What follows belongs to an exercise in optimizing a design on an open flow for small area, a short achievable clock period and few clock cycles per item; a production flow would make more cautious choices. Function was checked by simulation only, so behaviour that the tests miss may differ from the original. No activity file was given, so power comes from the tool's default toggle rates.

==> inputs of cedar <==
==> flow/design.v <==
module huffman(clk, reset, gray_valid, gray_data, CNT_valid, CNT1, CNT2, CNT3, CNT4, CNT5, CNT6,
    code_valid, HC1, HC2, HC3, HC4, HC5, HC6, M1, M2, M3, M4, M5, M6 );
input clk;
input reset;
input gray_valid;
input [7:0] gray_data;
output CNT_valid;
output [7:0] CNT1, CNT2, CNT3, CNT4, CNT5, CNT6;
output code_valid;
output [7:0] HC1, HC2, HC3, HC4, HC5, HC6;
output [7:0] M1, M2, M3, M4, M5, M6;
	reg [6:0] w [0:5];    
	reg [2:0] ptr [0:5];  
	reg [3:0] hc [0:5];
	reg [3:0] mk [0:5];   
	reg started;          
	reg act;              
	reg ph;               
	reg [4:1] fm;         
	assign CNT1 = {1'b0, w[5]};
	assign CNT2 = {1'b0, w[0]};
	assign CNT3 = {1'b0, w[1]};
	assign CNT4 = {1'b0, w[2]};
	assign CNT5 = {1'b0, w[3]};
	assign CNT6 = {1'b0, w[4]};
	assign HC1 = {3'b0, ptr[0][1], hc[0]};
	assign HC2 = {3'b0, ptr[1][1], hc[1]};
	assign HC3 = {3'b0, ptr[2][1], hc[2]};
	assign HC4 = {3'b0, ptr[3][1], hc[3]};
	assign HC5 = {3'b0, ptr[4][1], hc[4]};
	assign HC6 = {3'b0, ptr[5][1], hc[5]};
	assign M1 = {3'b0, ptr[0][0], mk[0][3:1], 1'b1};
	assign M2 = {3'b0, ptr[1][0], mk[1][3:1], 1'b1};
	assign M3 = {3'b0, ptr[2][0], mk[2][3:1], 1'b1};
	assign M4 = {3'b0, ptr[3][0], mk[3][3:1], 1'b1};
	assign M5 = {3'b0, ptr[4][0], mk[4][3:1], 1'b1};
	assign M6 = {3'b0, ptr[5][0], mk[5][3:1], 1'b1};
	wire detect = started && !gray_valid;
	assign CNT_valid = act && fm[4];
	assign code_valid = !act && !fm[1];
	wire sum = act && ph;
	wire ins = act && !ph;
	wire last = sum && w[2][6] && w[2][5] && w[2][4];
	function lt;
		input [6:0] a, b;
		integer n;
		begin
			lt = 1'b0;
			for (n = 0; n < 7; n = n + 1) lt = (a[n] == b[n]) ? lt : b[n];
		end
	endfunction
	wire [6:0] N = w[0];
	reg [6:0] Nc;
	wire [5:1] l;
	genvar k;
	generate for (k = 1; k < 6; k = k + 1) begin : cmp
		assign l[k] = lt(w[k], Nc);
	end endgenerate
	wire [6:0] c = {1'b0, l[5], l[4:1] | fm, 1'b1};
	wire [6:1] mv = {sum, {5{act}} & (c[5:1] | {5{ph}})};
	wire [2:0] q = {c[4], c[2] & !c[4], (c[1] & !c[2]) | (c[3] & !c[4]) | c[5]};
	wire [6:0] ap = w[0] ^ w[1], ag = w[0] & w[1];
	wire [6:0] cy;
	assign cy[0] = 1'b0;
	assign cy[1] = ag[0];
	assign cy[2] = ag[1] | (ap[1] & ag[0]);
	wire g32 = ag[3] | (ap[3] & ag[2]), p32 = ap[3] & ap[2];
	wire g54 = ag[5] | (ap[5] & ag[4]), p54 = ap[5] & ap[4];
	assign cy[3] = ag[2] | (ap[2] & cy[2]);
	assign cy[4] = g32 | (p32 & cy[2]);
	assign cy[5] = ag[4] | (ap[4] & cy[4]);
	assign cy[6] = g54 | (p54 & cy[4]);
	wire [6:0] ws = ap ^ cy;
	always @(posedge clk or posedge reset) begin
		if (reset) begin
			started <= 0;
			act <= 0;
			ph <= 0;
			fm <= 4'b1111;
		end else begin
			started <= gray_valid || (started && !detect);
			act <= detect || (act && !last);
			ph <= ins && !fm[1];
			if (ins) fm <= {1'b0, fm[4:2]};
		end
	end
	wire [2:0] g = gray_data[2:0];
	wire [5:0] en = {gray_valid && g == 3'd6, gray_valid && g == 3'd5, gray_valid && g == 3'd4,
	                 gray_valid && g == 3'd3, gray_valid && g == 3'd2, gray_valid && g == 3'd1};
	wire [2:0] slot [0:5];
	assign slot[0] = 3'd5; assign slot[1] = 3'd0; assign slot[2] = 3'd1;
	assign slot[3] = 3'd2; assign slot[4] = 3'd3; assign slot[5] = 3'd4;
	genvar j;
	generate for (j = 0; j < 6; j = j + 1) begin : ent
		localparam integer s = (j == 5) ? 0 : j + 1;
		wire [6:0] up = (j < 5) ? w[j + 1] : 7'h7f;
		wire [6:0] ones;    
		assign ones[0] = 1'b1;
		genvar n;
		for (n = 1; n < 7; n = n + 1) begin : pre
			assign ones[n] = &w[j][n - 1:0];
		end
		wire [6:0] inc = w[j] ^ (ones & {7{en[s]}});
		wire tu = (j == 0) ? ins && c[1] : mv[j + 1];
		wire tn = (j == 0) ? act && !tu : mv[j] && !mv[j + 1];
		wire [6:0] nv = (j == 0) ? (sum ? ws : N) : N;
		wire [6:0] d = ({7{tu}} & up) | ({7{tn}} & nv) | ({7{!tu && !tn}} & inc);
		always @(posedge clk or posedge reset) begin
			if (reset) w[j] <= 0;
			else w[j] <= d;
		end
		if (j == 0) begin : copy
			always @(posedge clk) Nc <= d;
		end
	end endgenerate
	reg [2:0] qr;
	always @(posedge clk or posedge reset) begin
		if (reset) qr <= 0;
		else qr <= (sum && !last) ? 3'd7 : ins ? q : 3'd0;
	end
	genvar i;
	generate for (i = 0; i < 6; i = i + 1) begin : sym
		wire [2:0] p = ptr[i];
		wire [2:0] pm1 = {p[2] & (p[1] | p[0]), p[1] ^ !p[0], !p[0]};  
		wire z = p == 3'd0;
		wire [2:0] pe = z ? ((qr == 3'd7) ? 3'd0 : qr) : ((p <= qr) ? pm1 : p);
		wire a = sum && pe[2:1] == 2'd0;
		wire a0 = sum && pe == 3'd0;
		always @(posedge clk or posedge reset) begin
			if (reset) begin
				ptr[i] <= slot[i];
				hc[i] <= 0;
				mk[i] <= 0;
			end else begin
				ptr[i] <= last ? {1'b0, mk[i][3] && a0, mk[i][3]} : pe;
				mk[i] <= mk[i] | ({4{a}} & {mk[i][2:0], 1'b1});
				hc[i] <= hc[i] | ({4{a0}} & {mk[i][2:0], 1'b1} & ~mk[i]);
			end
		end
	end endgenerate
endmodule
==> flow/flow/run.sh <==
#!/bin/bash
# The standard layout, with plain buffers on the ports instead of the
# resizer's default pick (a slow delay cell), a clock tree without the
# dummy balancing loads, and synthesis's single tie cells kept.
set -euo pipefail
export BUFFER_PORTS_ARGS="-buffer_cell sky130_fd_sc_hd__buf_1"
export CTS_ARGS="-sink_clustering_enable -repair_clock_nets -dont_use_dummy_load -buf_list {sky130_fd_sc_hd__clkbuf_4 sky130_fd_sc_hd__clkbuf_8}"
export SKIP_REPAIR_TIE_FANOUT=1
bash standard.sh > standard.log 2>&1
==> flow/standard.sh <==
#!/bin/bash
# synth_recipe.tcl (not shown) runs the flow's synth.tcl, then flattens the netlist and writes it again
# the make line also repeats each setting of config.mk as NAME=value (left out here)
make -C /OpenROAD-flow-scripts/flow DESIGN_CONFIG=/design/flow/config.mk WORK_HOME=/design/flow/orfs CLKGATE_MAP_FILE= SYNTH_SCRIPT=/design/flow/synth_recipe.tcl "${@:-finish}"
==> flow/config.mk <==
export PLATFORM = sky130hd
export DESIGN_NAME = huffman
export DESIGN_NICKNAME = huffman
export VERILOG_FILES = /design/flow/design.v
export SDC_FILE = /design/flow/constraint.sdc
export NUM_CORES = 4
export LEC_CHECK = 0
export CAP_MARGIN = 20
export CORE_MARGIN = 2
export CORE_UTILIZATION = 40
export SETUP_SLACK_MARGIN = 2.4
export SLEW_MARGIN = 20
==> flow/constraint.sdc <==
create_clock -name core_clock -period 5.0 [get_ports {clk}]
set_input_delay 1.0000 -clock core_clock [delete_from_list [all_inputs] [get_ports {clk}]]
set_output_delay 1.0000 -clock core_clock [all_outputs]
set_load 0.01 [all_outputs]
==> fjord: changes against cedar <==
--- a/flow/design.v
+++ b/flow/design.v
@@ -5,13 +5,13 @@
 input gray_valid;
 input [7:0] gray_data;
-output CNT_valid;
+output reg CNT_valid;
 output [7:0] CNT1, CNT2, CNT3, CNT4, CNT5, CNT6;
-output code_valid;
+output reg code_valid;
 output [7:0] HC1, HC2, HC3, HC4, HC5, HC6;
 output [7:0] M1, M2, M3, M4, M5, M6;
 	reg [6:0] w [0:5];    
 	reg [2:0] ptr [0:5];  
-	reg [3:0] hc [0:5];
-	reg [3:0] mk [0:5];   
+	reg [4:0] hc [0:5];
+	reg [4:0] mk [0:5];   
 	reg started;          
 	reg act;              
@@ -24,19 +24,17 @@
 	assign CNT5 = {1'b0, w[3]};
 	assign CNT6 = {1'b0, w[4]};
-	assign HC1 = {3'b0, ptr[0][1], hc[0]};
-	assign HC2 = {3'b0, ptr[1][1], hc[1]};
-	assign HC3 = {3'b0, ptr[2][1], hc[2]};
-	assign HC4 = {3'b0, ptr[3][1], hc[3]};
-	assign HC5 = {3'b0, ptr[4][1], hc[4]};
-	assign HC6 = {3'b0, ptr[5][1], hc[5]};
-	assign M1 = {3'b0, ptr[0][0], mk[0][3:1], 1'b1};
-	assign M2 = {3'b0, ptr[1][0], mk[1][3:1], 1'b1};
-	assign M3 = {3'b0, ptr[2][0], mk[2][3:1], 1'b1};
-	assign M4 = {3'b0, ptr[3][0], mk[3][3:1], 1'b1};
-	assign M5 = {3'b0, ptr[4][0], mk[4][3:1], 1'b1};
-	assign M6 = {3'b0, ptr[5][0], mk[5][3:1], 1'b1};
+	assign HC1 = {3'b0, hc[0]};
+	assign HC2 = {3'b0, hc[1]};
+	assign HC3 = {3'b0, hc[2]};
+	assign HC4 = {3'b0, hc[3]};
+	assign HC5 = {3'b0, hc[4]};
+	assign HC6 = {3'b0, hc[5]};
+	assign M1 = {3'b0, mk[0][4:1], 1'b1};
+	assign M2 = {3'b0, mk[1][4:1], 1'b1};
+	assign M3 = {3'b0, mk[2][4:1], 1'b1};
+	assign M4 = {3'b0, mk[3][4:1], 1'b1};
+	assign M5 = {3'b0, mk[4][4:1], 1'b1};
+	assign M6 = {3'b0, mk[5][4:1], 1'b1};
 	wire detect = started && !gray_valid;
-	assign CNT_valid = act && fm[4];
-	assign code_valid = !act && !fm[1];
 	wire sum = act && ph;
 	wire ins = act && !ph;
@@ -51,9 +49,8 @@
 	endfunction
 	wire [6:0] N = w[0];
-	reg [6:0] Nc;
 	wire [5:1] l;
 	genvar k;
 	generate for (k = 1; k < 6; k = k + 1) begin : cmp
-		assign l[k] = lt(w[k], Nc);
+		assign l[k] = lt(w[k], N);
 	end endgenerate
 	wire [6:0] c = {1'b0, l[5], l[4:1] | fm, 1'b1};
@@ -78,9 +75,13 @@
 			ph <= 0;
 			fm <= 4'b1111;
+			CNT_valid <= 0;
+			code_valid <= 0;
 		end else begin
 			started <= gray_valid || (started && !detect);
+			CNT_valid <= detect;
 			act <= detect || (act && !last);
 			ph <= ins && !fm[1];
 			if (ins) fm <= {1'b0, fm[4:2]};
+			if (last) code_valid <= 1;
 		end
 	end
@@ -102,29 +103,22 @@
 		end
 		wire [6:0] inc = w[j] ^ (ones & {7{en[s]}});
-		wire tu = (j == 0) ? ins && c[1] : mv[j + 1];
-		wire tn = (j == 0) ? act && !tu : mv[j] && !mv[j + 1];
-		wire [6:0] nv = (j == 0) ? (sum ? ws : N) : N;
-		wire [6:0] d = ({7{tu}} & up) | ({7{tn}} & nv) | ({7{!tu && !tn}} & inc);
 		always @(posedge clk or posedge reset) begin
 			if (reset) w[j] <= 0;
-			else w[j] <= d;
-		end
-		if (j == 0) begin : copy
-			always @(posedge clk) Nc <= d;
+			else if (en[s]) w[j] <= inc;
+			else if (j == 0) begin
+				if (sum) w[j] <= ws;
+				else if (ins) w[j] <= c[1] ? up : N;
+			end
+			else if (mv[j + 1]) w[j] <= up;
+			else if (mv[j]) w[j] <= N;
 		end
 	end endgenerate
-	reg [2:0] qr;
-	always @(posedge clk or posedge reset) begin
-		if (reset) qr <= 0;
-		else qr <= (sum && !last) ? 3'd7 : ins ? q : 3'd0;
-	end
 	genvar i;
 	generate for (i = 0; i < 6; i = i + 1) begin : sym
 		wire [2:0] p = ptr[i];
 		wire [2:0] pm1 = {p[2] & (p[1] | p[0]), p[1] ^ !p[0], !p[0]};  
-		wire z = p == 3'd0;
-		wire [2:0] pe = z ? ((qr == 3'd7) ? 3'd0 : qr) : ((p <= qr) ? pm1 : p);
-		wire a = sum && pe[2:1] == 2'd0;
-		wire a0 = sum && pe == 3'd0;
+		wire dec = sum | c[p];
+		wire a = sum && p[2:1] == 2'd0;
+		wire a0 = sum && p == 3'd0;
 		always @(posedge clk or posedge reset) begin
 			if (reset) begin
@@ -133,7 +127,7 @@
 				mk[i] <= 0;
 			end else begin
-				ptr[i] <= last ? {1'b0, mk[i][3] && a0, mk[i][3]} : pe;
-				mk[i] <= mk[i] | ({4{a}} & {mk[i][2:0], 1'b1});
-				hc[i] <= hc[i] | ({4{a0}} & {mk[i][2:0], 1'b1} & ~mk[i]);
+				if (act) ptr[i] <= (p == 3'd0) ? (sum ? 3'd0 : q) : (dec ? pm1 : p);
+				mk[i] <= mk[i] | ({5{a}} & {mk[i][3:0], 1'b1});
+				hc[i] <= hc[i] | ({5{a0}} & {mk[i][3:0], 1'b1} & ~mk[i]);
 			end
 		end
==> flow/flow/run.sh (replaced) <==
#!/bin/bash
# The standard layout, with plain buffers on the ports instead of the
# resizer's default pick (a slow delay cell).
set -euo pipefail
export BUFFER_PORTS_ARGS="-buffer_cell sky130_fd_sc_hd__buf_2"
bash standard.sh > standard.log 2>&1
--- a/flow/config.mk
+++ b/flow/config.mk
@@ -9,4 +9,3 @@
 export CORE_MARGIN = 2
 export CORE_UTILIZATION = 40
-export SETUP_SLACK_MARGIN = 2.4
 export SLEW_MARGIN = 20
==> amber: changes against cedar <==
--- a/flow/design.v
+++ b/flow/design.v
@@ -5,13 +5,13 @@
 input gray_valid;
 input [7:0] gray_data;
-output CNT_valid;
+output reg CNT_valid;
 output [7:0] CNT1, CNT2, CNT3, CNT4, CNT5, CNT6;
-output code_valid;
+output reg code_valid;
 output [7:0] HC1, HC2, HC3, HC4, HC5, HC6;
 output [7:0] M1, M2, M3, M4, M5, M6;
 	reg [6:0] w [0:5];    
 	reg [2:0] ptr [0:5];  
-	reg [3:0] hc [0:5];
-	reg [3:0] mk [0:5];   
+	reg [4:0] hc [0:5];
+	reg [4:0] mk [0:5];   
 	reg started;          
 	reg act;              
@@ -24,19 +24,17 @@
 	assign CNT5 = {1'b0, w[3]};
 	assign CNT6 = {1'b0, w[4]};
-	assign HC1 = {3'b0, ptr[0][1], hc[0]};
-	assign HC2 = {3'b0, ptr[1][1], hc[1]};
-	assign HC3 = {3'b0, ptr[2][1], hc[2]};
-	assign HC4 = {3'b0, ptr[3][1], hc[3]};
-	assign HC5 = {3'b0, ptr[4][1], hc[4]};
-	assign HC6 = {3'b0, ptr[5][1], hc[5]};
-	assign M1 = {3'b0, ptr[0][0], mk[0][3:1], 1'b1};
-	assign M2 = {3'b0, ptr[1][0], mk[1][3:1], 1'b1};
-	assign M3 = {3'b0, ptr[2][0], mk[2][3:1], 1'b1};
-	assign M4 = {3'b0, ptr[3][0], mk[3][3:1], 1'b1};
-	assign M5 = {3'b0, ptr[4][0], mk[4][3:1], 1'b1};
-	assign M6 = {3'b0, ptr[5][0], mk[5][3:1], 1'b1};
+	assign HC1 = {3'b0, hc[0]};
+	assign HC2 = {3'b0, hc[1]};
+	assign HC3 = {3'b0, hc[2]};
+	assign HC4 = {3'b0, hc[3]};
+	assign HC5 = {3'b0, hc[4]};
+	assign HC6 = {3'b0, hc[5]};
+	assign M1 = {3'b0, mk[0][4:1], 1'b1};
+	assign M2 = {3'b0, mk[1][4:1], 1'b1};
+	assign M3 = {3'b0, mk[2][4:1], 1'b1};
+	assign M4 = {3'b0, mk[3][4:1], 1'b1};
+	assign M5 = {3'b0, mk[4][4:1], 1'b1};
+	assign M6 = {3'b0, mk[5][4:1], 1'b1};
 	wire detect = started && !gray_valid;
-	assign CNT_valid = act && fm[4];
-	assign code_valid = !act && !fm[1];
 	wire sum = act && ph;
 	wire ins = act && !ph;
@@ -51,9 +49,8 @@
 	endfunction
 	wire [6:0] N = w[0];
-	reg [6:0] Nc;
 	wire [5:1] l;
 	genvar k;
 	generate for (k = 1; k < 6; k = k + 1) begin : cmp
-		assign l[k] = lt(w[k], Nc);
+		assign l[k] = lt(w[k], N);
 	end endgenerate
 	wire [6:0] c = {1'b0, l[5], l[4:1] | fm, 1'b1};
@@ -78,9 +75,13 @@
 			ph <= 0;
 			fm <= 4'b1111;
+			CNT_valid <= 0;
+			code_valid <= 0;
 		end else begin
 			started <= gray_valid || (started && !detect);
+			CNT_valid <= detect;
 			act <= detect || (act && !last);
 			ph <= ins && !fm[1];
 			if (ins) fm <= {1'b0, fm[4:2]};
+			if (last) code_valid <= 1;
 		end
 	end
@@ -110,13 +111,20 @@
 			else w[j] <= d;
 		end
-		if (j == 0) begin : copy
-			always @(posedge clk) Nc <= d;
+	end endgenerate
+	reg [5:1] cr;
+	reg sr, ir;
+	always @(posedge clk or posedge reset) begin
+		if (reset) begin
+			cr <= 0;
+			sr <= 0;
+			ir <= 0;
+		end else begin
+			cr <= c[5:1];
+			sr <= sum;
+			ir <= ins;
 		end
-	end endgenerate
-	reg [2:0] qr;
-	always @(posedge clk or posedge reset) begin
-		if (reset) qr <= 0;
-		else qr <= (sum && !last) ? 3'd7 : ins ? q : 3'd0;
 	end
+	wire [6:0] crx = {1'b0, cr, 1'b1};
+	wire [2:0] qr = {cr[4], cr[2] & !cr[4], (cr[1] & !cr[2]) | (cr[3] & !cr[4]) | cr[5]};
 	genvar i;
 	generate for (i = 0; i < 6; i = i + 1) begin : sym
@@ -124,5 +132,5 @@
 		wire [2:0] pm1 = {p[2] & (p[1] | p[0]), p[1] ^ !p[0], !p[0]};  
 		wire z = p == 3'd0;
-		wire [2:0] pe = z ? ((qr == 3'd7) ? 3'd0 : qr) : ((p <= qr) ? pm1 : p);
+		wire [2:0] pe = (sr || ir) ? (z ? (sr ? 3'd0 : qr) : ((sr || crx[p]) ? pm1 : p)) : p;
 		wire a = sum && pe[2:1] == 2'd0;
 		wire a0 = sum && pe == 3'd0;
@@ -133,7 +141,7 @@
 				mk[i] <= 0;
 			end else begin
-				ptr[i] <= last ? {1'b0, mk[i][3] && a0, mk[i][3]} : pe;
-				mk[i] <= mk[i] | ({4{a}} & {mk[i][2:0], 1'b1});
-				hc[i] <= hc[i] | ({4{a0}} & {mk[i][2:0], 1'b1} & ~mk[i]);
+				ptr[i] <= pe;
+				mk[i] <= mk[i] | ({5{a}} & {mk[i][3:0], 1'b1});
+				hc[i] <= hc[i] | ({5{a0}} & {mk[i][3:0], 1'b1} & ~mk[i]);
 			end
 		end
==> flow/flow/run.sh (replaced) <==
#!/bin/bash
# The standard layout, with plain buffers on the ports instead of the
# resizer's default pick (a slow delay cell).
set -euo pipefail
export BUFFER_PORTS_ARGS="-buffer_cell sky130_fd_sc_hd__buf_2"
bash standard.sh > standard.log 2>&1
--- a/flow/config.mk
+++ b/flow/config.mk
@@ -9,4 +9,4 @@
 export CORE_MARGIN = 2
 export CORE_UTILIZATION = 40
-export SETUP_SLACK_MARGIN = 2.4
+export SETUP_SLACK_MARGIN = 2.5
 export SLEW_MARGIN = 20
==> run notes <==
metric	fjord	amber	cedar
Count of distinct cell types in the synthesized netlist	86	78	82
Combinational cell fraction of total power	56.8%	53.7%	60.4%
Static Leakage	4.125 nW	4.366 nW	3.599 nW
Met2 track demand over resource	31.81%	32.57%	29.71%
Met1 wire length	10.35 mm	9.539 mm	9.311 mm
NumNets Final	1011	991	894
Flops & latches, synth	129	136	125
Area added between synthesis and finish	11.66%	16.70%	5.594%
Area of the die	21840 um2	22120 um2	21050 um2
Post-Place Cells	1234	1187	1085
DRT Wirelength	21.85 mm	21.60 mm	19.61 mm
Via count of the first global-routing pass	6576	6400	5851
Top cell type's share of synthesized area	35.70%	37.34%	33.63%
End point of the critical path	ptr[1][1]$_DFFE_PP0P_	w[1][4]$_DFF_PP0_	w[2][6]$_DFF_PP0_
Layout Skew	0.01059 ns	0.01253 ns	0.02318 ns
Routed via count	7053	6714	6046
Root Buffer	sky130_fd_sc_hd__clkbuf_16	sky130_fd_sc_hd__clkbuf_16	sky130_fd_sc_hd__clkbuf_8
Routed via count divided by cell count	5.571	5.410	5.462
Outcome	complete, no violations	complete, no violations	complete, no violations
Critical path buffer and inverter count	1	2	1
Testbench counts of cedar, summed over its fixed seeds: cycles 11,136, items 96.
Testbench counts of fjord, summed over its fixed seeds: cycles 11,136, items 96.
Testbench counts of amber, summed over its fixed seeds: cycles 11,136, items 96.

what the ideal ports hide:
The results above use ideal ports. As a check the final layouts listed here were re-extracted and re-timed, cells and wires unchanged.
Step 1 (the two cells are an assumption about what drives the block):
set clk [get_ports {clk}]
set_driving_cell -lib_cell sky130_fd_sc_hd__clkbuf_16 $clk
set_driving_cell -lib_cell sky130_fd_sc_hd__buf_2 [delete_from_list [all_inputs] $clk]
Step 2 adds t to the input delays and takes it off the output delays; t is the mean of the earliest and latest rising clock arrival at the registers after step 1. Input paths then give back, and output paths get back, about the clock's delay inside the block.
a / b / c = ideal ports / drivers / drivers and shift; a / b = the first two.
run | t (ns) | slack for setup (ns) | latest minus earliest clock arrival (ns) | worst register clock-pin slew, ns
cedar | 0.476 | 2.564 / 2.569 / 2.109 | 0.025 / 0.025 | 0.08 / 0.08
fjord | 0.460 | 1.559 / 1.559 / 1.559 | 0.011 / 0.011 | 0.06 / 0.06
amber | 0.470 | 2.484 / 2.484 / 2.122 | 0.013 / 0.013 | 0.07 / 0.07
After both steps setup and hold are still met in every run listed. For cedar, which loses most, drivers alone change the setup slack by +0.005 ns; drivers and shift together by -0.455 ns.
